Context: an optimization exercise on an open-source flow, tuned for small area, a short achievable clock period and few clock cycles. The choices shown serve that exercise and are no tape-out recipe.
Only simulation tests tie the RTL to the original design; equivalence was not proved.
Power figures rest on the tool's default switching activity, not on a simulated workload.

[config.mk]
export PLATFORM = sky130hd
export DESIGN_NAME = mips_core
export DESIGN_NICKNAME = mips_core
export VERILOG_FILES = /design/flow/design.v
export SDC_FILE = /design/flow/constraint.sdc
export NUM_CORES = 4
export LEC_CHECK = 0
export CAP_MARGIN = 20
export CORE_MARGIN = 2
export CORE_UTILIZATION = 50
export CTS_BUF_LIST = sky130_fd_sc_hd__clkbuf_4 sky130_fd_sc_hd__clkbuf_8
export PLACE_DENSITY = 0.65
export SLEW_MARGIN = 20
export SYNTH_HIERARCHICAL = 1
export SYNTH_MINIMUM_KEEP_SIZE = 0
[constraint.sdc]
create_clock -name core_clock -period 10.5 [get_ports {clk}]
set_input_delay 2.1000 -clock core_clock [delete_from_list [all_inputs] [get_ports {clk}]]
set_output_delay 2.1000 -clock core_clock [all_outputs]
set_load 0.01 [all_outputs]
[design.v]
module mips_aoi222(a1, a2, b1, b2, c1, c2, y);
  input a1, a2, b1, b2, c1, c2;
  output y;
  assign y = ~((a1 & a2) | (b1 & b2) | (c1 & c2));
endmodule
module mips_aoi22(a1, a2, b1, b2, y);
  input a1, a2, b1, b2;
  output y;
  assign y = ~((a1 & a2) | (b1 & b2));
endmodule
module mips_nand3(a, b, c, y);
  input a, b, c;
  output y;
  assign y = ~(a & b & c);
endmodule
module mips_nand2(a, b, y);
  input a, b;
  output y;
  assign y = ~(a & b);
endmodule
module mips_nor2(a, b, y);
  input a, b;
  output y;
  assign y = ~(a | b);
endmodule
module mips_rdbit(d, s, y);
  input [31:0] d, s;
  output y;
  wire [10:0] n;
  genvar i;
  generate for (i = 0; i < 10; i = i + 1) begin : g_aoi
    mips_aoi222 u(.a1(d[3*i]), .a2(s[3*i]), .b1(d[3*i+1]), .b2(s[3*i+1]),
                  .c1(d[3*i+2]), .c2(s[3*i+2]), .y(n[i]));
  end endgenerate
  mips_aoi22 u10(.a1(d[30]), .a2(s[30]), .b1(d[31]), .b2(s[31]), .y(n[10]));
  wire g0, g1, g2, g3, h0, h1;
  mips_nand3 t0(.a(n[0]), .b(n[1]), .c(n[2]), .y(g0));
  mips_nand3 t1(.a(n[3]), .b(n[4]), .c(n[5]), .y(g1));
  mips_nand3 t2(.a(n[6]), .b(n[7]), .c(n[8]), .y(g2));
  mips_nand2 t3(.a(n[9]), .b(n[10]), .y(g3));
  mips_nor2  t4(.a(g0), .b(g1), .y(h0));
  mips_nor2  t5(.a(g2), .b(g3), .y(h1));
  mips_nand2 t6(.a(h0), .b(h1), .y(y));
endmodule
module mips_fa(a, b, c, s, co);
  input a, b, c;
  output s, co;
  assign s  = a ^ b ^ c;
  assign co = (a & b) | (a & c) | (b & c);
endmodule
module mips_mulstep(hs, hc, c, mcand, m, s, cr);
  input [31:0] hs, hc, mcand;
  input c;
  input [3:0] m;
  output [35:0] s, cr;
  wire [31:0] p0 = mcand & {32{m[0]}};
  wire [31:0] p1 = mcand & {32{m[1]}};
  wire [31:0] p2 = mcand & {32{m[2]}};
  wire [31:0] p3 = mcand & {32{m[3]}};
  wire [35:0] x0 = {4'd0, hs};
  wire [35:0] x1 = {4'd0, hc};
  wire [35:0] x2 = {4'd0, p0};
  wire [35:0] x3 = {3'd0, p1, 1'b0};
  wire [35:0] x4 = {2'd0, p2, 2'b0};
  wire [35:0] x5 = {1'b0, p3, 3'b0};
  wire [35:0] s1, c1, s2, c2, s3, c3, s4, c4;
  wire [35:0] c1s = {c1[34:0], c};
  genvar i;
  generate for (i = 0; i < 36; i = i + 1) begin : g_csa
    mips_fa f1(.a(x0[i]), .b(x1[i]), .c(x2[i]), .s(s1[i]), .co(c1[i]));
    mips_fa f2(.a(x3[i]), .b(x4[i]), .c(x5[i]), .s(s2[i]), .co(c2[i]));
    mips_fa f3(.a(s1[i]), .b(c1s[i]), .c(s2[i]), .s(s3[i]), .co(c3[i]));
    if (i == 0) begin : g0
      assign s4[0] = s3[0];
      assign c4[0] = 1'b0;
    end else begin : gn
      mips_fa f4(.a(s3[i]), .b(c3[i-1]), .c(c2[i-1]), .s(s4[i]), .co(c4[i]));
    end
  end endgenerate
  assign s  = s4;
  assign cr = {c4[34:0], 1'b0};
endmodule
module mips_alu(a, b, sh, c_sum, c_slt, c_and, c_or, c_xor, c_sh, c_rev,
                c_jal, c_lw, c_subt, c_cin, c_add8,
                c_srl, c_rbit, c_sadd, c_ssub, pc, rdata, result);
  input [31:0] a, b, rdata;
  input [4:0] sh;
  input [6:0] pc;
  input c_sum, c_slt, c_and, c_or, c_xor, c_sh, c_rev,
        c_jal, c_lw, c_subt, c_cin, c_add8, c_srl, c_rbit, c_sadd, c_ssub;
  output [31:0] result;
  wire [31:0] bx     = b ^ {32{c_subt}};
  wire        g      = ~c_add8;
  wire [35:0] sum36  = {1'b0, a[31:24], g, a[23:16], g, a[15:8], g, a[7:0]}
                     + {1'b0, bx[31:24], 1'b0, bx[23:16], 1'b0, bx[15:8], 1'b0, bx[7:0]}
                     + {35'd0, c_cin};
  wire [31:0] sum    = {sum36[34:27], sum36[25:18], sum36[16:9], sum36[7:0]};
  wire        cout   = sum36[35];
  wire [31:0] satsum = (sum | {32{c_sadd & cout}}) & ~{32{c_ssub & ~cout}};
  wire [31:0] brev;
  genvar gi;
  generate for (gi = 0; gi < 32; gi = gi + 1) begin : g_rev
    assign brev[gi] = b[31 - gi];
  end endgenerate
  wire [31:0] shin   = (c_srl | c_rbit) ? brev : b;
  wire [31:0] shl    = shin << (c_rbit ? 5'd0 : sh);
  wire [31:0] shlrev;
  generate for (gi = 0; gi < 32; gi = gi + 1) begin : g_rev2
    assign shlrev[gi] = shl[31 - gi];
  end endgenerate
  wire [31:0] shres  = c_srl ? shlrev : shl;
  assign result =
      ({32{c_sum}} & satsum)
    | ({32{c_slt}} & {31'd0, ~cout})
    | ({32{c_and}} & (a & b))
    | ({32{c_or}}  & (a | b))
    | ({32{c_xor}} & (a ^ b))
    | ({32{c_sh}}  & shres)
    | ({32{c_rev}} & {b[7:0], b[15:8], b[23:16], b[31:24]})
    | ({32{c_jal}} & {25'd0, pc})
    | ({32{c_lw}}  & rdata);
endmodule
module mips_core(clk, rst, mem_cs, mem_we, mem_addr, mem_wdata, mem_rdata);
  input clk, rst;
  output mem_cs, mem_we;
  output [6:0] mem_addr;
  output [31:0] mem_wdata;
  input [31:0] mem_rdata;
  reg [10:0] ir;                   
  reg        irv;                  
  reg [6:0]  pc;                   
  reg [6:0]  fa;                   
  reg [6:0]  bt;                   
  reg [31:0] a, b;                 
  reg [31:0] rf [0:31];
  reg [31:0] hi, lo, mcand;        
  reg [31:0] hc;
  reg        mc;
  reg [3:0]  mcnt;                 
  wire [31:0] n    = mem_rdata;
  wire [5:0]  nop  = n[31:26];
  wire [5:0]  nfn  = n[5:0];
  wire        nr   = (nop == 6'b000000);
  wire f_add  = nr & (nfn == 6'b100000);
  wire f_sub  = nr & (nfn == 6'b100010);
  wire f_and  = nr & (nfn == 6'b100100);
  wire f_or   = nr & (nfn == 6'b100101);
  wire f_xor  = nr & (nfn == 6'b100110);
  wire f_slt  = nr & (nfn == 6'b101010);
  wire f_sll  = nr & (nfn == 6'b000000);
  wire f_srl  = nr & (nfn == 6'b000010);
  wire f_jr   = nr & (nfn == 6'b001000);
  wire f_mult = nr & (nfn == 6'b011000);
  wire f_mfhi = nr & (nfn == 6'b010000);
  wire f_mflo = nr & (nfn == 6'b010010);
  wire f_add8 = nr & (nfn == 6'b101101);
  wire f_rbit = nr & (nfn == 6'b101111);
  wire f_rev  = nr & (nfn == 6'b110000);
  wire f_sadd = nr & (nfn == 6'b110001);
  wire f_ssub = nr & (nfn == 6'b110010);
  wire o_addi = (nop == 6'b001000);
  wire o_andi = (nop == 6'b001100);
  wire o_ori  = (nop == 6'b001101);
  wire o_lui  = (nop == 6'b001111);
  wire o_lw   = (nop == 6'b100011);
  wire o_sw   = (nop == 6'b101011);
  wire o_beq  = (nop == 6'b000100);
  wire o_bne  = (nop == 6'b000101);
  wire o_j    = (nop == 6'b000010);
  wire o_jal  = (nop == 6'b000011);
  reg c_sum, c_slt, c_and, c_or, c_xor, c_sh, c_rev, c_jal,
      c_lw, c_subt, c_cin, c_add8, c_srl, c_rbit, c_sadd, c_ssub,
      c_mult, c_jr, c_jmp, c_sw, c_we, c_taken;
  reg [4:0] c_wa;
  reg [6:0] c_daddr;               
  reg       c_stall;               
  reg       c_memop;               
  reg       busy;                  
  wire        stall = c_stall;
  wire        memop = c_memop;
  wire [31:0] result;
  mips_alu alu(.a(a), .b(b), .sh(ir[10:6]),
    .c_sum(c_sum), .c_slt(c_slt), .c_and(c_and), .c_or(c_or), .c_xor(c_xor),
    .c_sh(c_sh), .c_rev(c_rev),
    .c_jal(c_jal), .c_lw(c_lw), .c_subt(c_subt), .c_cin(c_cin), .c_add8(c_add8), .c_srl(c_srl), .c_rbit(c_rbit), .c_sadd(c_sadd),
    .c_ssub(c_ssub), .pc(pc), .rdata(mem_rdata),
    .result(result));
  wire        we_rf = (irv & c_we) | (memop & c_lw);
  always @(posedge clk)
    if (we_rf) rf[c_wa] <= result;
  wire [4:0]  frs = n[25:21];
  wire [4:0]  frt = n[20:16];
  wire        nimm = o_addi | o_andi | o_ori | o_lui;
  wire [31:0] sa = 32'd1 << frs;
  wire [31:0] sb = 32'd1 << frt;
  wire [31:0] immv = o_lui ? {n[15:0], 16'd0} : {{16{n[15]}}, n[15:0]};
  wire [31:0] ra, rb;
  genvar gb, gr;
  generate for (gb = 0; gb < 32; gb = gb + 1) begin : g_rd
    wire [31:0] col;
    for (gr = 0; gr < 32; gr = gr + 1) begin : g_col
      assign col[gr] = rf[gr][gb];
    end
    mips_rdbit ua(.d(col), .s(sa), .y(ra[gb]));
    mips_rdbit ub(.d(col), .s(sb), .y(rb[gb]));
  end endgenerate
  wire [31:0] na = o_lui ? 32'd0 : f_mfhi ? hi : f_mflo ? lo
                 : (we_rf & (c_wa == frs)) ? result : ra;
  wire [31:0] nb = nimm ? immv : f_mfhi ? hc : f_mflo ? 32'd0
                 : (we_rf & (c_wa == frt)) ? result : rb;
  wire [6:0]  nf    = ~irv ? pc
                    : stall ? fa
                    : c_taken ? bt
                    : c_jmp ? ir[6:0]
                    : c_jr ? a[6:0]
                    : pc;
  wire        mstart = irv & c_mult;
  wire        irv_n  = ~rst & ~memop;
  wire        busy_n = ~rst & (mstart | (busy & (mcnt != 4'd1)));
  wire        wait_n = we_rf & (((o_beq | o_bne | o_lw | o_sw) & (c_wa == frs))
                              | ((o_beq | o_bne) & (c_wa == frt)));
  wire        eq_n   = (ra == rb);
  assign mem_cs    = 1'b1;
  assign mem_we    = memop & c_sw;
  assign mem_addr  = memop ? c_daddr : nf;
  assign mem_wdata = b;
  always @(posedge clk) begin
    if (rst) begin
      irv <= 1'b0;
      pc  <= 7'd0;
    end else if (memop) begin
      irv <= 1'b0;
    end else begin
      irv <= 1'b1;
      pc  <= nf + 7'd1;
    end
    fa <= nf;
    bt <= nf + 7'd1 + n[6:0];
    begin
      ir <= n[10:0];
      a  <= na;
      b  <= nb;
      c_sum    <= f_add | f_sub | f_add8 | f_sadd | f_ssub | o_addi
                | f_mfhi | f_mflo;
      c_slt    <= f_slt;
      c_and    <= f_and | o_andi;
      c_or     <= f_or | o_ori | o_lui;
      c_xor    <= f_xor;
      c_sh     <= f_sll | f_srl | f_rbit;
      c_rev    <= f_rev;
      c_jal    <= o_jal;
      c_lw     <= o_lw;
      c_subt   <= f_sub | f_slt | f_ssub;
      c_cin    <= f_sub | f_slt | f_ssub | (f_mfhi & mc);
      c_add8   <= f_add8;
      c_srl    <= f_srl;
      c_rbit   <= f_rbit;
      c_sadd   <= f_sadd;
      c_ssub   <= f_ssub;
      c_mult   <= f_mult;
      c_jr     <= f_jr;
      c_taken  <= (o_beq & eq_n) | (o_bne & ~eq_n);
      c_daddr  <= ra[6:0] + n[6:0];
      c_stall  <= irv_n & (((f_mfhi | f_mflo) & (busy | mstart)) | wait_n);
      c_memop  <= irv_n & (o_lw | o_sw) & ~wait_n;
      c_jmp    <= o_j | o_jal;
      c_sw     <= o_sw;
      c_we     <= (nr & ~f_jr & ~f_mult) | o_addi | o_andi | o_ori | o_lui
                | o_jal;
      c_wa     <= o_jal ? 5'd31 : (f_rbit | f_rev) ? n[25:21]
                : nr ? n[15:11] : n[20:16];
    end
  end
  wire [35:0] ms, mcr;
  mips_mulstep mstep(.hs(hi), .hc(hc), .c(mc), .mcand(mcand), .m(lo[3:0]),
                     .s(ms), .cr(mcr));
  wire [4:0]  mlow = ms[3:0] + mcr[3:0];
  always @(posedge clk) begin
    busy <= busy_n;
    if (rst) mcnt <= 4'd0;
    else if (mstart) mcnt <= 4'd8;
    else if (busy) mcnt <= mcnt - 4'd1;
    if (mstart) begin
      mcand <= a;
      lo    <= b;
      hi    <= 32'd0;
      hc    <= 32'd0;
      mc    <= 1'b0;
    end else if (busy) begin
      hi <= ms[35:4];
      hc <= mcr[35:4];
      mc <= mlow[4];
      lo <= {mlow[3:0], lo[31:4]};
    end
  end
endmodule
[flow/run.sh]
#!/bin/bash
set -euo pipefail
bash standard.sh MATCH_CELL_FOOTPRINT=0 \
  "BUFFER_PORTS_ARGS=-buffer_cell sky130_fd_sc_hd__buf_2" \
  SETUP_SLACK_MARGIN=6 finish > standard.log 2>&1
[standard.sh]
#!/bin/bash
# synth_recipe.tcl (not shown) runs the flow's synth.tcl, then flattens the netlist and writes it again
# the make line also repeats each setting of config.mk as NAME=value (left out here)
make -C /OpenROAD-flow-scripts/flow DESIGN_CONFIG=/design/flow/config.mk WORK_HOME=/design/flow/orfs CLKGATE_MAP_FILE= SYNTH_SCRIPT=/design/flow/synth_recipe.tcl "${@:-finish}"
==> results.py, run 1 <==
metrics = {
    "timing": {
        "hold_viol": 0,
        "fmax_mhz": 210,
        "drv_slew": 0,
        "final.setup.tns_ns": 0,
        "slew_headroom_pct": 12.4,
        "finalSetupViolations": 0,
        "fin_crit_sh_pct": 45.3,
        "whs_ns": 0.499,
        "worst_slew_pin_slew_ns": 1.30,
        "fin_crit_ns": 4.76,
        "finalClockSkew_ns": 0.0793,
        "rsz0062_at_grt": "yes",
    },
    "worst_setup_path": {
        "r2r_slack_ns": 5.76,
        "crit_buf_inv": 2,
        "path_max_fanout": 6,
        "worstRegToRegCells": 30,
        "worstPathRequired_ns": 8.40,
        "startpoint_type": "register",
        "crit_arrival_ns": 2.66,
        "critPathLaunch": "c_taken$_DFF_P_",
        "setup.worst_path.end_class": "output pin",
        "reg2reg_from": "c_taken$_DFF_P_",
        "cp_slowest_stage_delay_ns": 0.42,
        "cp_top_family": "compound AO/OA/AOI/OAI gates",
        "worst_path_max_delay_cell": "dfxtp_4",
        "critPathKind": "register to output pin",
        "crit_chain": "or2_4 -> a211oi_4 -> o311ai_2 -> o21ai_1 -> nor2_1 -> buf_4 -> a21o_1 -> buf_2",
        "r2r_end": "bt[6]$_DFF_P_",
    },
    "detailed_routing": {
        "routed_wl_mm": 263,
        "routedWlPerCell_um": 37.1,
        "firstDrtPassIters": 15,
        "met1Wirelength_mm": 93.3,
        "via_per_inst": 7.38,
        "ant_nets": 0,
        "vias": 52300,
        "dr_wl_met3_mm": 42.8,
        "highest_layer": "met5",
        "route.met2.wl_mm": 109,
        "drc": 0,
        "drt_iter0_drc": 11200,
    },
    "global_route": {
        "antenna_found_initial": 26,
        "track_usage_pct": 39.1,
        "gr-total-overflow": 0,
        "grt_pass1_wl_mm": 363,
        "grt_max_degree": 72,
        "grt_pass1_vias": 49400,
    },
    "cts": {
        "root_buffer": "clkbuf_8",
        "holdBufCountCts": 0,
        "clock-sinks": 1291,
        "cts_buffer_depth": 3,
        "clkSlewWorstSetupHoldPaths_ns": 0.07,
        "cts_tree": "yes",
        "clk_latency_ns": 0.96,
        "cts_buffers": 209,
        "htreeDepth": 4,
    },
    "power_and_ir_drop": {
        "p_per_area_mw_per_mm2": 168,
        "ir_worst_vdd_mv": 0.165,
        "p_leak_nw": 27.2,
    },
    "synth": {
        "yosysUniqueCellTypes": 92,
        "synth-seq-cells": 1291,
        "synthCells": 4812,
        "ys_async_sr_fraction_pct": 0,
        "avgSynthCellArea_um2": 13.2,
        "ys.flop_type": "edfxtp_1",
        "synthesis.area_mm2": 0.0637,
        "seq_area_frac_synth_pct": 57.7,
        "synth_edf_count": 1088,
        "yosysWarnings": 7,
    },
    "hold_path": {
        "hold_class": "register to register",
        "hp-start": "mcnt[1]$_SDFFE_PP0P_",
        "min_delay_path_depth": 2,
        "whs_endpoint": "mcnt[1]$_SDFFE_PP0P_",
    },
    "floorplan": {
        "die_y_um": 361,
        "start_util_pct": 50.5,
        "die_area_mm2": 0.130,
        "fp.coreArea_mm2": 0.126,
        "die_w_um": 361,
        "ios": 75,
        "rows": 130,
    },
    "placement": {
        "dp_hpwl_mm": 160,
        "gp_congestion": 1.05,
        "port_buffers": 73,
    },
    "status": {
        "status": "finished clean",
    },
    "cells_and_area": {
        "area_delta_synth_final_pct": 17.9,
        "nets": 5551,
        "mostFrequentLayoutCells": "edfxtp_1 (1088), a222oi_1 (657), nand2_1 (399), buf_4 (221), clkbuf_8 (219)",
        "drive_above_1_share_pct": 25.3,
        "layout_commonest_cell": "edfxtp_1",
    },
    "flow_run": {
        "cap_violations": 0,
    },
}
Yosys stat by module (local to each module, per instance), excerpt:
module / times used / area, um^2 / cells inside / flip-flops and latches
mips_core: 1 / 43200 / 2354 / 1291
mips_alu: 1 / 7220 / 985 / 0
mips_mulstep: 1 / 1250 / 178 / 0
mips_fa: 143 / 20.0 / 1 / 0
mips_aoi22: 64 / 12.5 / 1 / 0
mips_aoi222: 640 / 10.0 / 1 / 0
mips_nand3: 192 / 5.00 / 1 / 0
mips_nand2: 128 / 3.75 / 1 / 0
mips_nor2: 128 / 3.75 / 1 / 0
cell families after synthesis:
logic type               share of synthesized area [%]
AO/OA/AOI/OAI                                     17.3
AND/OR/NAND/NOR                                   9.77
XOR/XNOR                                          1.60
adder cells (fa/ha/maj)                           6.89
other                                           0.0118
flip-flops                                        57.7
buffers and inverters                             2.35
multiplexers                                      4.43
area by class of cell:
cell class,count,area [um^2]
Antenna cell,8,20.0
Clock buffer,295,3570
Clock inverter,90,643
Fill cell,9853,51000
Inverter,111,425
Multi-Input combinational cell,3242,27800
Sequential cell,1291,36800
Tap cell,1650,2060
Timing Repair Buffer,400,3740
flip-flops by register name, summed over array words and instances (netlist names), 4 cells and up:
register	cells
rf	1024
a	32
b	32
hc	32
hi	32
lo	32
mcand	32
ir	11
bt	7
c_daddr	7
fa	7
pc	7
c_wa	5
mcnt	4
cells in the mapped netlist (10+ instances only):
master / instances / area (um^2)
a22oi_2: 64 / 801
nand2b_1: 20 / 125
o211ai_1: 39 / 293
a21oi_1: 130 / 651
nor2b_1: 23 / 144
nor3_1: 31 / 155
nand3b_1: 17 / 128
clkbuf_2: 12 / 60.1
nor4_1: 12 / 75.1
fa_1: 148 / 2960
mux4_2: 28 / 631
buf_1: 17 / 63.8
edfxtp_1: 1088 / 32700
xor2_1: 81 / 709
nor2_1: 371 / 1390
a211oi_1: 11 / 82.6
o21ai_0: 85 / 425
nand4_1: 10 / 62.6
clkbuf_1: 108 / 405
and2_2: 84 / 631
a222oi_1: 657 / 6580
mux2i_1: 133 / 1330
nand2_1: 418 / 1570
ha_1: 114 / 1430
and2_1: 51 / 319
a31oi_1: 18 / 113
xnor2_1: 35 / 307
o22ai_1: 23 / 144
a21o_1: 30 / 225
buf_4: 44 / 330
nand3_1: 224 / 1120
buf_2: 24 / 120
or3_1: 13 / 81.3
o21bai_1: 10 / 75.1
o2111ai_1: 14 / 123
a22oi_1: 85 / 638
a221oi_1: 11 / 96.3
inv_1: 109 / 409
dfxtp_1: 203 / 4060
mux2_2: 74 / 833
stage by stage:
step	setup WS (ns)	cells	util, %	cell area [um^2]	total power (W)
final	5.74	7087	59.6	75100	0.0126
after global routing	5.65	7081	59.5	75100	0.0130
after CTS	5.60	7010	58.3	73500	0.0124
after detailed placement	3.94	6512	53.4	67300	0.00793
after global placement	3.99	6508	53.3	67200	0.00791
after floorplan	5.48	4837	-	64200	0.00713
routing by layer:
| layer | global-route usage (%) | vias to the layer above |
|---|---|---|
| met2 | 54.5 | 4603 |
| met5 | 1.15 | - |
| li1 | - | 20800 |
| met4 | 20.9 | 36 |
| met1 | 51.3 | 26000 |
| met3 | 16.6 | 879 |
worst max-delay path by stage:
stage,endpoint,slack [ns],cells after the start
2_1_floorplan,c_daddr[6]$_DFF_P_,5.48,16
3_3_place_gp,c_taken$_DFF_P_,3.99,12
3_5_place_dp,c_taken$_DFF_P_,3.94,12
4_1_cts,mem_addr[6],5.60,6
5_1_grt,mem_addr[6],5.65,6
6_report,mem_addr[0],5.74,8
repair_timing:
item                       in CTS  in global routing
gates resized for setup       258                220
setup endpoints to repair     961                 71
pin swaps                      62                123
hold endpoints to repair        0                  0
cloned                         19                  3
setup buffers                  94                 65
where the power goes:
part / switching (W) / internal [W] / total, W / leakage, nW
combinational: 0.00144 / 0.000825 / 0.00226 / 13.3
sequential: 0.000243 / 0.00567 / 0.00591 / 11.7
clock: 0.00211 / 0.00232 / 0.00443 / 2.24
tightest hold or removal path, stage by stage, from the launching register on:
cell and delay [ns]:
dfxtp_1 0.32, nor2_1 0.08, a2111oi_0 0.05
Testbench counts, summed over its fixed seeds: cycles 107,274.
==> run 2, diff against run 1 <==
--- a/design.v
+++ b/design.v
@@ -172,9 +172,8 @@
       c_lw, c_subt, c_cin, c_add8, c_srl, c_rbit, c_sadd, c_ssub,
-      c_mult, c_jr, c_jmp, c_sw, c_we, c_taken;
+      c_mult, c_sw, c_we, c_taken;
   reg [4:0] c_wa;
   reg [6:0] c_daddr;               
-  reg       c_stall;               
   reg       c_memop;               
+  reg       s_pc, s_fa, s_ir, s_a, s_br;
   reg       busy;                  
-  wire        stall = c_stall;
   wire        memop = c_memop;
@@ -210,8 +209,5 @@
                  : (we_rf & (c_wa == frt)) ? result : rb;
-  wire [6:0]  nf    = ~irv ? pc
-                    : stall ? fa
-                    : c_taken ? bt
-                    : c_jmp ? ir[6:0]
-                    : c_jr ? a[6:0]
-                    : pc;
+  wire [6:0]  nsel  = ({7{s_pc}} & pc) | ({7{s_fa}} & fa) | ({7{s_ir}} & ir[6:0])
+                    | ({7{s_a}} & a[6:0]) | ({7{memop}} & c_daddr);
+  wire [6:0]  nf    = (s_br & c_taken) ? bt : nsel;
   wire        mstart = irv & c_mult;
@@ -222,5 +218,7 @@
   wire        eq_n   = (ra == rb);
+  wire        stall_n = irv_n & (((f_mfhi | f_mflo) & (busy | mstart)) | wait_n);
+  wire        memop_n = irv_n & (o_lw | o_sw) & ~wait_n;
   assign mem_cs    = 1'b1;
   assign mem_we    = memop & c_sw;
-  assign mem_addr  = memop ? c_daddr : nf;
+  assign mem_addr  = nf;
   assign mem_wdata = b;
@@ -260,8 +258,10 @@
       c_mult   <= f_mult;
-      c_jr     <= f_jr;
       c_taken  <= (o_beq & eq_n) | (o_bne & ~eq_n);
       c_daddr  <= ra[6:0] + n[6:0];
-      c_stall  <= irv_n & (((f_mfhi | f_mflo) & (busy | mstart)) | wait_n);
-      c_memop  <= irv_n & (o_lw | o_sw) & ~wait_n;
-      c_jmp    <= o_j | o_jal;
+      c_memop  <= memop_n;
+      s_fa     <= stall_n;
+      s_ir     <= irv_n & ~stall_n & (o_j | o_jal);
+      s_a      <= irv_n & ~stall_n & f_jr;
+      s_br     <= irv_n & ~stall_n & (o_beq | o_bne);
+      s_pc     <= ~irv_n | (~stall_n & ~memop_n & ~o_j & ~o_jal & ~f_jr);
       c_sw     <= o_sw;
--- a/config.mk
+++ b/config.mk
@@ -15 +15,2 @@
 export SYNTH_MINIMUM_KEEP_SIZE = 0
+export TNS_END_PERCENT = 20
==> run 2 against run 1 <==
Still clean. Combinational power is 3% lower. Die area is 0.45% lower. Worst hold slack better by 0.0063 ns. Routed wire length is 1.6% higher. Power is 2.0% lower. First-iteration DRC count is 6.6% higher. Maximum frequency is 0.95% higher. Clock skew is 0.0096 ns lower. Flip-flop and latch count is 2 higher. Count of clock-buffer cells in the layout is 17 lower. Global-route usage is 1.2 points higher.
==> results.py, run 2 <==
metrics = {
    "cts": {
        "cts_buffer_depth": 3,
        "htreeDepth": 4,
        "clkSlewWorstSetupHoldPaths_ns": 0.07,
        "root_buffer": "clkbuf_8",
        "cts_buffers": 202,
        "clock-sinks": 1293,
        "clk_latency_ns": 0.96,
        "cts_tree": "yes",
    },
    "worst_setup_path": {
        "setup.worst_path.end_class": "register",
        "crit_buf_inv": 2,
        "cp_slowest_stage_delay_ns": 0.93,
        "worst_path_max_delay_cell": "nor2_2",
        "cp_top_family": "simple AND/OR/NAND/NOR gates",
        "crit_arrival_ns": 5.56,
        "path_max_fanout": 16,
        "worstPathRequired_ns": 11.35,
        "critPathKind": "input port to register",
        "crit_chain": "clkbuf_4 -> nand3b_1 -> buf_12 -> nor2_2 -> a222oi_1 -> nand3_1 -> nor2_1 -> nand2_1 -> xor2_1 -> nor4_1 -> nand4_1 -> or3_1 -> a21oi_1",
        "startpoint_type": "input port",
    },
    "power_and_ir_drop": {
        "power_frac_comb_pct": 17.7,
        "power.internal_w": 0.00865,
        "p_sw_w": 0.00371,
        "netSwitchingFraction_pct": 30.0,
        "total_power_w": 0.0124,
        "p_leak_nw": 26.6,
        "p_per_area_mw_per_mm2": 167,
        "ir_worst_vdd_mv": 0.132,
        "seqPwrFrac_pct": 47.6,
        "pwr-share-clk_pct": 34.7,
    },
    "timing": {
        "worst_slew_pin_slew_ns": 1.21,
        "whs_ns": 0.505,
        "finalClockSkew_ns": 0.0696,
        "fmax_mhz": 212,
        "drv_slew": 0,
        "slew_headroom_pct": 19.0,
        "final.setup.tns_ns": 0,
        "finalSetupViolations": 0,
        "rsz0062_at_grt": "yes",
        "fin_crit_ns": 4.72,
        "fin_crit_sh_pct": 44.9,
        "hold_viol": 0,
    },
    "synth": {
        "yosys.area.top_type": "edfxtp_1",
        "ys_async_sr_fraction_pct": 0,
        "avgSynthCellArea_um2": 13.4,
        "yosys-top-cells-count": "edfxtp_1 (1088), a222oi_1 (667), nor2_1 (371), nand2_1 (363), nand3_1 (227)",
        "ys.flop_type": "edfxtp_1",
        "synthesis.area_mm2": 0.0634,
        "yosys.cell_count.top_type": "edfxtp_1",
        "seq_area_frac_synth_pct": 58.0,
        "synth_top_area_share_pct": 51.5,
        "synth.area.top_cells": "edfxtp_1 (52%), a222oi_1 (11%), dfxtp_1 (6.5%)",
        "yosysUniqueCellTypes": 99,
        "synth-seq-cells": 1293,
        "synth_edf_count": 1088,
        "yosysWarnings": 7,
        "synthCells": 4715,
    },
    "global_route": {
        "antenna_found_initial": 13,
        "grt_pass1_vias": 48400,
        "grt_pass1_wl_mm": 370,
        "gr-total-overflow": 0,
        "grt_max_degree": 92,
        "track_usage_pct": 40.3,
    },
    "cells_and_area": {
        "largest_reg_flops": 1024,
        "fin_util_pct": 58.7,
        "instances_no_fill": 6954,
        "area.sequential_mm2": 0.0368,
        "multi_input_area_mm2": 0.0273,
        "mostFrequentLayoutCells": "edfxtp_1 (1088), a222oi_1 (667), nand2_1 (351), nand3_1 (218), nor2_1 (214)",
        "layout_commonest_cell": "edfxtp_1",
        "regMostFlops": "rf",
        "drive_above_1_share_pct": 22.6,
        "nets": 5421,
        "fill_cells": 9944,
        "area_delta_synth_final_pct": 16.4,
    },
    "floorplan": {
        "rows": 130,
        "die_w_um": 360,
        "start_util_pct": 50.4,
        "die_area_mm2": 0.130,
        "die_y_um": 360,
        "fp.coreArea_mm2": 0.126,
        "ios": 75,
    },
    "status": {
        "status": "finished clean",
    },
    "placement": {
        "port_buffers": 73,
        "dp_hpwl_mm": 158,
        "gp_congestion": 1.11,
        "place_inst": 6406,
    },
    "detailed_routing": {
        "drt_iter0_drc": 12000,
        "vias": 51400,
        "ant_nets": 0,
        "routedWlPerCell_um": 38.4,
        "drc": 0,
        "via_per_inst": 7.40,
        "firstDrtPassIters": 17,
        "routed_wl_mm": 267,
    },
    "hold_path": {
        "hold_class": "register to register",
    },
    "flow_run": {
        "cap_violations": 0,
    },
}
run 2: area by class of cell:
cell class | count | area share (%)
Tap cell | 1650 | 2.80
Antenna cell | 8 | 0.0271
Sequential cell | 1293 | 49.8
Timing Repair Buffer | 346 | 4.36
Inverter | 104 | 0.532
Clock buffer | 278 | 4.61
Multi-Input combinational cell | 3178 | 36.9
Clock inverter | 97 | 0.896
run 2: tightest hold or removal path: cells and delay by family (launching register included):
kind,cells,cell delay (ns)
AND/OR/NAND/NOR,1,0.06
AO/OA/AOI/OAI,1,0.05
flip-flops,1,0.34
run 2: metal layers:
metal	vias up	GRT usage [%]	share of wire, %
met3	997	15.2	16
met2	4797	56.5	41
met4	8	28.5	8.9
met5	-	0	0.018
met1	25200	51.3	34
li1	20500	-	-
run 2: per-module statistics from Yosys, one instance, submodules excluded, excerpt:
module	flip-flops and latches	cells inside	area, um^2
mips_aoi222	0	1	10.0
mips_aoi22	0	1	12.5
mips_nor2	0	1	3.75
mips_fa	0	1	20.0
mips_nand2	0	1	3.75
mips_alu	0	985	7220
mips_mulstep	0	178	1250
run 2: cells by family after synthesis:
logic type | after synthesis | share of synthesized area [%]
AOI/OAI and AO/OA | 1250 | 17.4
other | 2 | 0.0118
and+or+nand+nor | 1255 | 9.41
buffers and inverters | 308 | 2.35
DFF | 1293 | 58.0
muxes | 229 | 4.31
xor gates and xnor gates | 116 | 1.61
adders and majority gates | 262 | 6.92
run 2: what timing repair did:
| item | CTS | global route |
|---|---|---|
| buffers inserted | 71 | 52 |
| hold buffers | 0 | 0 |
| endpoints found under the setup margin | 1027 | 100 |
| resized for setup | 127 | 154 |
| pin swaps | 47 | 35 |
| cloned | 39 | 0 |
| endpoints found under the hold margin | 0 | 0 |
run 2: final timing paths:
check,slack [ns],cells past startpoint,endpoint,start
min reg2reg,0.51,2,pc[0]$_SDFFE_PP0N_,pc[0]$_SDFFE_PP0N_
max reg2reg,5.88,16,a[24]$_SDFF_PP0_,c_subt$_DFF_P_
min,0.51,2,pc[0]$_SDFFE_PP0N_,pc[0]$_SDFFE_PP0N_
max,5.78,13,c_taken$_DFF_P_,mem_rdata[19]
run 2: stage by stage:
step           setup WS (ns)  area, um^2
2_1_floorplan           5.70       64100
3_3_place_gp            4.29       66800
3_5_place_dp            4.25       67000
4_1_cts                 5.86       72700
5_1_grt                 5.82       73800
6_report                5.78       73800
run 2: power by group through the flow:
| stage | combinational (W) | sequential [W] | clock, W |
|---|---|---|---|
| floorplan | 0.00122 | 0.00589 | 0 |
| global placement | 0.00193 | 0.00599 | 0 |
| detailed placement | 0.00194 | 0.00599 | 0 |
| CTS | 0.00203 | 0.00588 | 0.00430 |
| global route | 0.00231 | 0.00588 | 0.00453 |
| finish | 0.00219 | 0.00589 | 0.00429 |
Testbench counts of run 2, summed over its fixed seeds: cycles 107,274.
==> run 3, diff against run 2 <==
--- a/config.mk
+++ b/config.mk
@@ -9,5 +9,5 @@
 export CORE_MARGIN = 2
-export CORE_UTILIZATION = 50
+export CORE_UTILIZATION = 60
 export CTS_BUF_LIST = sky130_fd_sc_hd__clkbuf_4 sky130_fd_sc_hd__clkbuf_8
-export PLACE_DENSITY = 0.65
+export PLACE_DENSITY = 0.72
 export SLEW_MARGIN = 20
==> run 3 against run 2 <==
Register-to-register slack is essentially flat. Highest routed layer unchanged. Critical path type unchanged. Synthesized area stayed put. Synthesized cell count did not move. Power down 0.59%. Clock power fell by 2%. Critical path depth rose by 1. Flip-flop and latch count did not move. Non-clock buffer count down 22. Worst hold slack got worse by 0.0012 ns. Count of clock-buffer cells in the layout is 7 higher.
==> results.py, run 3 <==
metrics = {
    "floorplan": {
        "die_area_mm2": 0.108,
        "fp.coreArea_mm2": 0.105,
        "start_util_pct": 60.3,
        "ios": 75,
        "die_y_um": 329,
        "die_w_um": 329,
        "rows": 119,
    },
    "cts": {
        "cts_buffer_depth": 3,
        "clock-sinks": 1293,
        "cts_tree": "yes",
        "clk_latency_ns": 0.95,
        "clkSlewWorstSetupHoldPaths_ns": 0.07,
        "holdBufCountCts": 0,
        "htreeDepth": 4,
        "root_buffer": "clkbuf_8",
        "cts_buffers": 201,
    },
    "synth": {
        "synthesis.area_mm2": 0.0634,
        "ys.flop_type": "edfxtp_1",
        "yosysWarnings": 7,
        "synth_fa_ha_area_share_pct": 6.92,
        "synth_top_family_by_area": "compound AO/OA/AOI/OAI gates",
        "synth_compound_area_share_pct": 17.4,
        "synth_top_area_share_pct": 51.5,
        "synth-xor-area-share_pct": 1.61,
        "seq_area_frac_synth_pct": 58.0,
        "synth-simple-area-share_pct": 9.41,
        "yosys.cell_count.top_type": "edfxtp_1",
        "synth-seq-cells": 1293,
        "yosys.area.top_type": "edfxtp_1",
        "synth.area.top_cells": "edfxtp_1 (52%), a222oi_1 (11%), dfxtp_1 (6.5%)",
        "synth_edf_count": 1088,
        "avgSynthCellArea_um2": 13.4,
        "ys_async_sr_fraction_pct": 0,
        "synthMuxAreaShare_pct": 4.31,
        "yosysUniqueCellTypes": 99,
        "yosys-top-cells-count": "edfxtp_1 (1088), a222oi_1 (667), nor2_1 (371), nand2_1 (363), nand3_1 (227)",
        "synthCells": 4715,
    },
    "power_and_ir_drop": {
        "power.internal_w": 0.00862,
        "pwr-share-clk_pct": 34.3,
        "netSwitchingFraction_pct": 29.8,
        "power_frac_comb_pct": 17.6,
        "p_per_area_mw_per_mm2": 168,
        "ir_worst_vdd_mv": 0.158,
        "p_sw_w": 0.00367,
        "p_leak_nw": 26.4,
        "total_power_w": 0.0123,
        "seqPwrFrac_pct": 48.0,
    },
    "timing": {
        "hold_viol": 0,
        "rsz0062_at_grt": "yes",
        "fmax_mhz": 214,
        "whs_ns": 0.504,
        "worst_slew_pin_slew_ns": 1.20,
        "finalClockSkew_ns": 0.0766,
        "final.setup.tns_ns": 0,
        "drv_slew": 0,
        "slew_headroom_pct": 19.9,
        "fin_crit_sh_pct": 44.6,
        "finalSetupViolations": 0,
        "fin_crit_ns": 4.68,
    },
    "global_route": {
        "grt_pass1_vias": 48400,
        "grt_pass1_wl_mm": 349,
        "gr-total-overflow": 0,
        "antenna_found_initial": 11,
        "track_usage_pct": 45.7,
        "grt_max_degree": 94,
    },
    "placement": {
        "gp_congestion": 1.09,
        "dp_hpwl_mm": 157,
        "port_buffers": 73,
        "place_inst": 6175,
    },
    "detailed_routing": {
        "firstDrtPassIters": 14,
        "routedWlPerCell_um": 37.9,
        "drt_iter0_drc": 12400,
        "via_per_inst": 7.70,
        "ant_nets": 0,
        "routed_wl_mm": 252,
        "drc": 0,
        "vias": 51200,
    },
    "cells_and_area": {
        "instances_no_fill": 6641,
        "fill_cells": 7428,
        "largest_reg_flops": 1024,
        "regMostFlops": "rf",
        "area_delta_synth_final_pct": 15.0,
        "layout_commonest_cell": "edfxtp_1",
        "nets": 5373,
        "drive_above_1_share_pct": 22.6,
        "mostFrequentLayoutCells": "edfxtp_1 (1088), a222oi_1 (667), nand2_1 (354), clkbuf_8 (212), nor2_1 (203)",
    },
    "worst_setup_path": {
        "path_max_fanout": 32,
        "crit_arrival_ns": 5.53,
        "critPathKind": "input port to register",
        "worstPathRequired_ns": 11.35,
        "startpoint_type": "input port",
        "setup.worst_path.end_class": "register",
    },
    "status": {
        "status": "finished clean",
    },
    "hold_path": {
        "hold_class": "register to register",
    },
    "flow_run": {
        "cap_violations": 0,
    },
}
run 3: path summary, 6_finish.rpt:
path	startpoint	to	slack (ns)	cells past startpoint
max	mem_rdata[17]	c_taken$_DFF_P_	5.82	14
max reg2reg	c_subt$_DFF_P_	b[11]$_DFF_P_	5.89	17
min	mcnt[1]$_SDFFE_PP0P_	mcnt[1]$_SDFFE_PP0P_	0.50	2
min reg2reg	mcnt[1]$_SDFFE_PP0P_	mcnt[1]$_SDFFE_PP0P_	0.50	2
run 3: per-module statistics from Yosys (local to each module, per instance), a selection:
module	area (um^2)	copies in the design
mips_aoi22	12.5	64
mips_nand2	3.75	128
mips_nand3	5.00	192
mips_alu	7220	1
mips_mulstep	1250	1
mips_aoi222	10.0	640
mips_fa	20.0	143
run 3: metal layers:
layer	part of all wire (%)	GRT usage, %
met1	32	56.4
met4	9.3	32.8
met3	17	18.7
met5	0.14	1.61
met2	41	64.9
run 3: stage by stage:
stage	setup WS [ns]	util, %	area (um^2)
2_1_floorplan	5.70	-	64100
3_3_place_gp	4.21	63.4	66700
3_5_place_dp	4.21	63.6	66900
4_1_cts	5.94	68.4	71900
5_1_grt	5.83	69.4	72900
6_report	5.82	69.4	72900
run 3: power groups by stage:
stage | Combinational, W | Sequential, W | Clock [W]
floorplan | 0.00122 | 0.00589 | 0
global placement | 0.00191 | 0.00600 | 0
detailed placement | 0.00193 | 0.00600 | 0
CTS | 0.00200 | 0.00589 | 0.00421
global route | 0.00227 | 0.00589 | 0.00444
finish | 0.00216 | 0.00590 | 0.00422
run 3: kinds of logic (layout without fill, tap and decap cells):
logic type / count (synthesis) / after routing
DFF: 1293 / 1293
and+or+nand+nor: 1255 / 1269
AOI/OAI and AO/OA: 1250 / 1250
buffers and inverters: 308 / 797
adders and majority gates: 262 / 262
muxes: 229 / 229
xor gates and xnor gates: 116 / 116
other: 2 / 34
run 3: worst max-delay path: stages:
cell      delay (ns)
clkbuf_4        0.26
nand2b_4        0.24
buf_12          0.14
nor2_4          0.04
buf_4           0.29
a222oi_1        0.41
nand3_1         0.26
nor2_2          0.42
nand2_1         0.19
xor2_1          0.22
nor4_1          0.24
nand4_1         0.15
or3_1           0.36
a21oi_1         0.14
run 3: layout make-up:
class / instances / area [um^2] / area share (%)
flip-flops and latches: 1293 / 36800 / 50.4
multi-input cells: 3153 / 27200 / 37.2
clock buffers: 285 / 3450 / 4.73
repair buffers: 324 / 2860 / 3.93
well taps: 1391 / 1740 / 2.39
clock inverters: 84 / 532 / 0.729
inverters: 104 / 393 / 0.539
diodes: 7 / 17.5 / 0.0240
run 3: repair_timing:
action | 4_1_cts | 5_1_grt
pin swaps | 24 | 35
resized for setup | 157 | 156
cloned | 14 | 2
endpoints found under the setup margin | 627 | 100
setup buffers | 42 | 28
==> run 4, diff against run 3 <==
--- a/design.v
+++ b/design.v
@@ -205,6 +205,8 @@
   end endgenerate
-  wire [31:0] na = o_lui ? 32'd0 : f_mfhi ? hi : f_mflo ? lo
-                 : (we_rf & (c_wa == frs)) ? result : ra;
-  wire [31:0] nb = nimm ? immv : f_mfhi ? hc : f_mflo ? 32'd0
-                 : (we_rf & (c_wa == frt)) ? result : rb;
+  wire        nsa  = o_lui | f_mfhi | f_mflo;    
+  wire        nsb  = nimm | f_mfhi | f_mflo;     
+  wire [31:0] oa   = ({32{f_mfhi}} & hi) | ({32{f_mflo}} & lo) | ({32{~nsa}} & ra);
+  wire [31:0] ob   = ({32{nimm}} & immv) | ({32{f_mfhi}} & hc) | ({32{~nsb}} & rb);
+  wire [31:0] na   = (we_rf & ~nsa & (c_wa == frs)) ? result : oa;
+  wire [31:0] nb   = (we_rf & ~nsb & (c_wa == frt)) ? result : ob;
   wire [6:0]  nsel  = ({7{s_pc}} & pc) | ({7{s_fa}} & fa) | ({7{s_ir}} & ir[6:0])
@@ -258,3 +260,3 @@
       c_mult   <= f_mult;
-      c_taken  <= (o_beq & eq_n) | (o_bne & ~eq_n);
+      c_taken  <= eq_n ? o_beq : o_bne;
       c_daddr  <= ra[6:0] + n[6:0];
--- a/config.mk
+++ b/config.mk
@@ -9,5 +9,5 @@
 export CORE_MARGIN = 2
-export CORE_UTILIZATION = 60
+export CORE_UTILIZATION = 50
 export CTS_BUF_LIST = sky130_fd_sc_hd__clkbuf_4 sky130_fd_sc_hd__clkbuf_8
-export PLACE_DENSITY = 0.72
+export PLACE_DENSITY = 0.65
 export SLEW_MARGIN = 20
==> run 4 against run 3 <==
Still clean on timing, DRC and antenna. Flip-flop and latch count unchanged. Die area rose by 19%. Non-clock buffer count grew 15. Utilization fell by 11 points. Sequential share of layout area did not move. First-iteration DRC count shrank 0.35%. Maximum frequency down 5.7%. Via count is 1.2% higher. Routed wire length up 5.6%. Worst hold slack better by 0.0037 ns. Combinational power up 2%. Setup slack worse by 0.29 ns. Critical path type unchanged. Largest cell class unchanged. Largest power group unchanged. Highest routed layer unchanged.
==> results.py, run 4 <==
metrics = {
    "synth": {
        "seq_area_frac_synth_pct": 58.2,
        "ys_async_sr_fraction_pct": 0,
        "synth_top_family_by_area": "compound AO/OA/AOI/OAI gates",
        "yosys-top-cells-count": "edfxtp_1 (1088), a222oi_1 (666), nor2_1 (393), nand2_1 (360), nand3_1 (226)",
        "synthMuxAreaShare_pct": 3.21,
        "ys.flop_type": "edfxtp_1",
        "synth_top_area_share_pct": 51.7,
        "synth-simple-area-share_pct": 9.79,
        "synth_compound_area_share_pct": 17.9,
        "synth_edf_count": 1088,
        "yosys.cell_count.top_type": "edfxtp_1",
        "yosysWarnings": 7,
        "synth_fa_ha_area_share_pct": 6.93,
        "yosysUniqueCellTypes": 94,
        "synthesis.area_mm2": 0.0632,
        "avgSynthCellArea_um2": 13.3,
        "synthCells": 4756,
        "synth-xor-area-share_pct": 1.62,
        "yosys.area.top_type": "edfxtp_1",
        "synth.area.top_cells": "edfxtp_1 (52%), a222oi_1 (11%), dfxtp_1 (6.5%)",
        "synth-seq-cells": 1293,
    },
    "worst_setup_path": {
        "r2r_slack_ns": 5.78,
        "worstPathRequired_ns": 11.40,
        "worst_path_max_delay_cell": "nor2_2",
        "critPathKind": "input port to register",
        "crit_arrival_ns": 5.86,
        "crit_buf_inv": 1,
        "crit_chain": "buf_2 -> or3_4 -> nor2_2 -> a222oi_1 -> nand3_1 -> nor2_1 -> nand2_1 -> xor2_1 -> nor4_1 -> nand4_1 -> or3_1 -> a21oi_1",
        "path_max_fanout": 16,
        "cp_top_family": "simple AND/OR/NAND/NOR gates",
        "setup.worst_path.end_class": "register",
        "critPathLaunch": "mem_rdata[19]",
        "r2r_end": "rf[11][15]$_DFFE_PP_",
        "reg2reg_from": "b[20]$_DFF_P_",
        "cp_slowest_stage_delay_ns": 0.96,
        "worstRegToRegCells": 13,
        "startpoint_type": "input port",
    },
    "cells_and_area": {
        "drive_above_1_share_pct": 20.7,
        "nets": 5432,
        "stdcell_area_mm2": 0.0729,
        "mostFrequentLayoutCells": "edfxtp_1 (1088), a222oi_1 (666), nand2_1 (353), nor2_1 (268), buf_4 (224)",
        "regMostFlops": "rf",
        "fill_cells": 10000,
        "layout_commonest_cell": "edfxtp_1",
        "largest_reg_flops": 1024,
        "instances_no_fill": 6967,
        "area_delta_synth_final_pct": 15.5,
    },
    "power_and_ir_drop": {
        "p_leak_nw": 26.3,
        "ir_worst_vdd_mv": 0.156,
        "p_per_area_mw_per_mm2": 173,
    },
    "floorplan": {
        "ios": 75,
        "fp.coreArea_mm2": 0.125,
        "rows": 130,
        "die_w_um": 359,
        "die_y_um": 359,
        "die_area_mm2": 0.129,
        "start_util_pct": 50.4,
    },
    "timing": {
        "fin_crit_sh_pct": 47.3,
        "fin_crit_ns": 4.97,
        "hold_viol": 0,
        "finalSetupViolations": 0,
        "slew_headroom_pct": 16.1,
        "drv_slew": 0,
        "final.setup.tns_ns": 0,
        "worst_slew_pin_slew_ns": 1.24,
        "rsz0062_at_grt": "yes",
        "finalClockSkew_ns": 0.0613,
        "fmax_mhz": 201,
    },
    "hold_path": {
        "hp-start": "a[7]$_DFF_P_",
        "hold_class": "register to register",
        "whs_endpoint": "mcand[7]$_DFFE_PP_",
        "min_delay_path_depth": 0,
    },
    "detailed_routing": {
        "vias": 51800,
        "routed_wl_mm": 266,
        "firstDrtPassIters": 17,
        "routedWlPerCell_um": 38.2,
        "drt_iter0_drc": 12400,
        "drc": 0,
        "ant_nets": 0,
        "via_per_inst": 7.44,
    },
    "cts": {
        "clkSlewWorstSetupHoldPaths_ns": 0.07,
        "root_buffer": "clkbuf_8",
        "cts_buffers": 206,
        "clock-sinks": 1293,
        "clk_latency_ns": 0.98,
        "cts_buffer_depth": 3,
        "cts_tree": "yes",
        "htreeDepth": 4,
    },
    "placement": {
        "place_area_mm2": 0.0671,
        "place_inst": 6482,
        "port_buffers": 73,
        "gp_congestion": 1.03,
        "dp_hpwl_mm": 162,
    },
    "global_route": {
        "grt_pass1_wl_mm": 367,
        "gr-total-overflow": 0,
        "grt_pass1_vias": 48700,
        "track_usage_pct": 40.1,
        "grt_max_degree": 86,
        "antenna_found_initial": 21,
    },
    "status": {
        "status": "finished clean",
    },
    "flow_run": {
        "cap_violations": 0,
    },
}
-- run 4: how the worst max path moves through the flow --
stage                          to  slack (ns)  cells after the start
6_report          c_taken$_DFF_P_        5.54                     12
5_1_grt           c_taken$_DFF_P_        5.66                     12
4_1_cts           c_taken$_DFF_P_        5.66                     12
3_5_place_dp      c_taken$_DFF_P_        4.33                     13
3_3_place_gp      c_taken$_DFF_P_        4.28                     13
2_1_floorplan  c_daddr[6]$_DFF_P_        5.70                     16
-- run 4: metrics by stage --
stage               setup slack (ns)  total power (W)  hold slack (ns)  utilization, %
floorplan                       5.70          0.00710            0.453               -
global placement                4.28          0.00794            0.491            53.4
detailed placement              4.33          0.00796            0.516            53.5
CTS                             5.66           0.0125            0.526            57.4
global route                    5.66           0.0130            0.528            58.1
finish                          5.54           0.0126            0.508            58.2
-- run 4: layout make-up --
cell class | count | area (um^2) | area share, %
sequential | 1293 | 36800 | 50.4
multi-input combinational | 3194 | 26500 | 36.3
clock buffer | 287 | 3510 | 4.82
timing repair buffer | 339 | 2850 | 3.91
tap | 1650 | 2060 | 2.83
clock inverter | 90 | 807 | 1.11
inverter | 103 | 389 | 0.534
antenna | 11 | 27.5 | 0.0377
-- run 4: report_power, final --
| group | leakage, nW | internal, W | switching (W) | total, W |
|---|---|---|---|---|
| combinational | 12.3 | 0.000736 | 0.00147 | 0.00221 |
| sequential | 11.7 | 0.00567 | 0.000172 | 0.00585 |
| clock | 2.27 | 0.00245 | 0.00211 | 0.00456 |
| total | 26.3 | 0.00886 | 0.00376 | 0.0126 |
-- run 4: kinds of logic (layout without fill, tap and decap cells) --
family | after synthesis | count (layout)
adders and majority gates | 261 | 261
and+or+nand+nor | 1298 | 1316
buffers and inverters | 314 | 819
muxes | 165 | 165
xor gates and xnor gates | 117 | 117
other | 2 | 38
AOI/OAI and AO/OA | 1306 | 1308
DFF | 1293 | 1293
-- run 4: Yosys stat by module (local to each module, per instance), a selection --
module	cell area (um^2)	cells inside
mips_core	42700	2298
mips_alu	7220	985
mips_mulstep	1250	178
mips_fa	20.0	1
mips_aoi22	12.5	1
mips_nand3	5.00	1
mips_nand2	3.75	1
mips_nor2	3.75	1
-- run 4: timing repair --
action,CTS,global route
setup endpoints to repair,1103,532
hold buffers,0,0
setup buffers,21,55
gates cloned,20,0
hold endpoints to repair,0,0
gates resized for setup,35,96
pin swaps,24,18
-- run 4: per-layer routing --
layer  wire (um)  share of wire [%]  global-route usage (%)
met3       44400                 17                    15.5
met5          65              0.024                   0.111
met4       21700                8.2                    27.1
met1       91300                 34                    51.9
met2      109000                 41                    55.7
Testbench counts of run 4, summed over its fixed seeds: cycles 107,274.

what the ideal ports hide:
Ports are ideal in the flow. The routed layouts listed here were re-timed in OpenROAD. Step 1 sets driving cells, clkbuf_16 on the clock port and buf_2 on the other inputs (assumed; they add their load-dependent delay and slew). Step 2 also shifts input and output timing later by t, the mid clock arrival at the registers, as if the neighbouring blocks saw the same clock. Three values: no drivers, after step 1, after step 2; two values: the first two.
run	shift t [ns]	setup WS [ns]	worst setup path after step 2	worst register clock-pin slew, ns
run 1	0.996	5.740 / 5.661 / 4.778	input to register	0.08 / 0.08
run 2	0.994	5.784 / 5.751 / 4.756	input to register	0.07 / 0.07
run 3	0.980	5.820 / 5.792 / 4.812	input to register	0.07 / 0.07
run 4	1.038	5.535 / 5.593 / 4.555	input to register	0.07 / 0.07
After both steps every run listed still meets setup and hold. The setup slack of run 2, which loses most, moves by -0.033 ns with the drivers and by -1.028 ns with both steps.
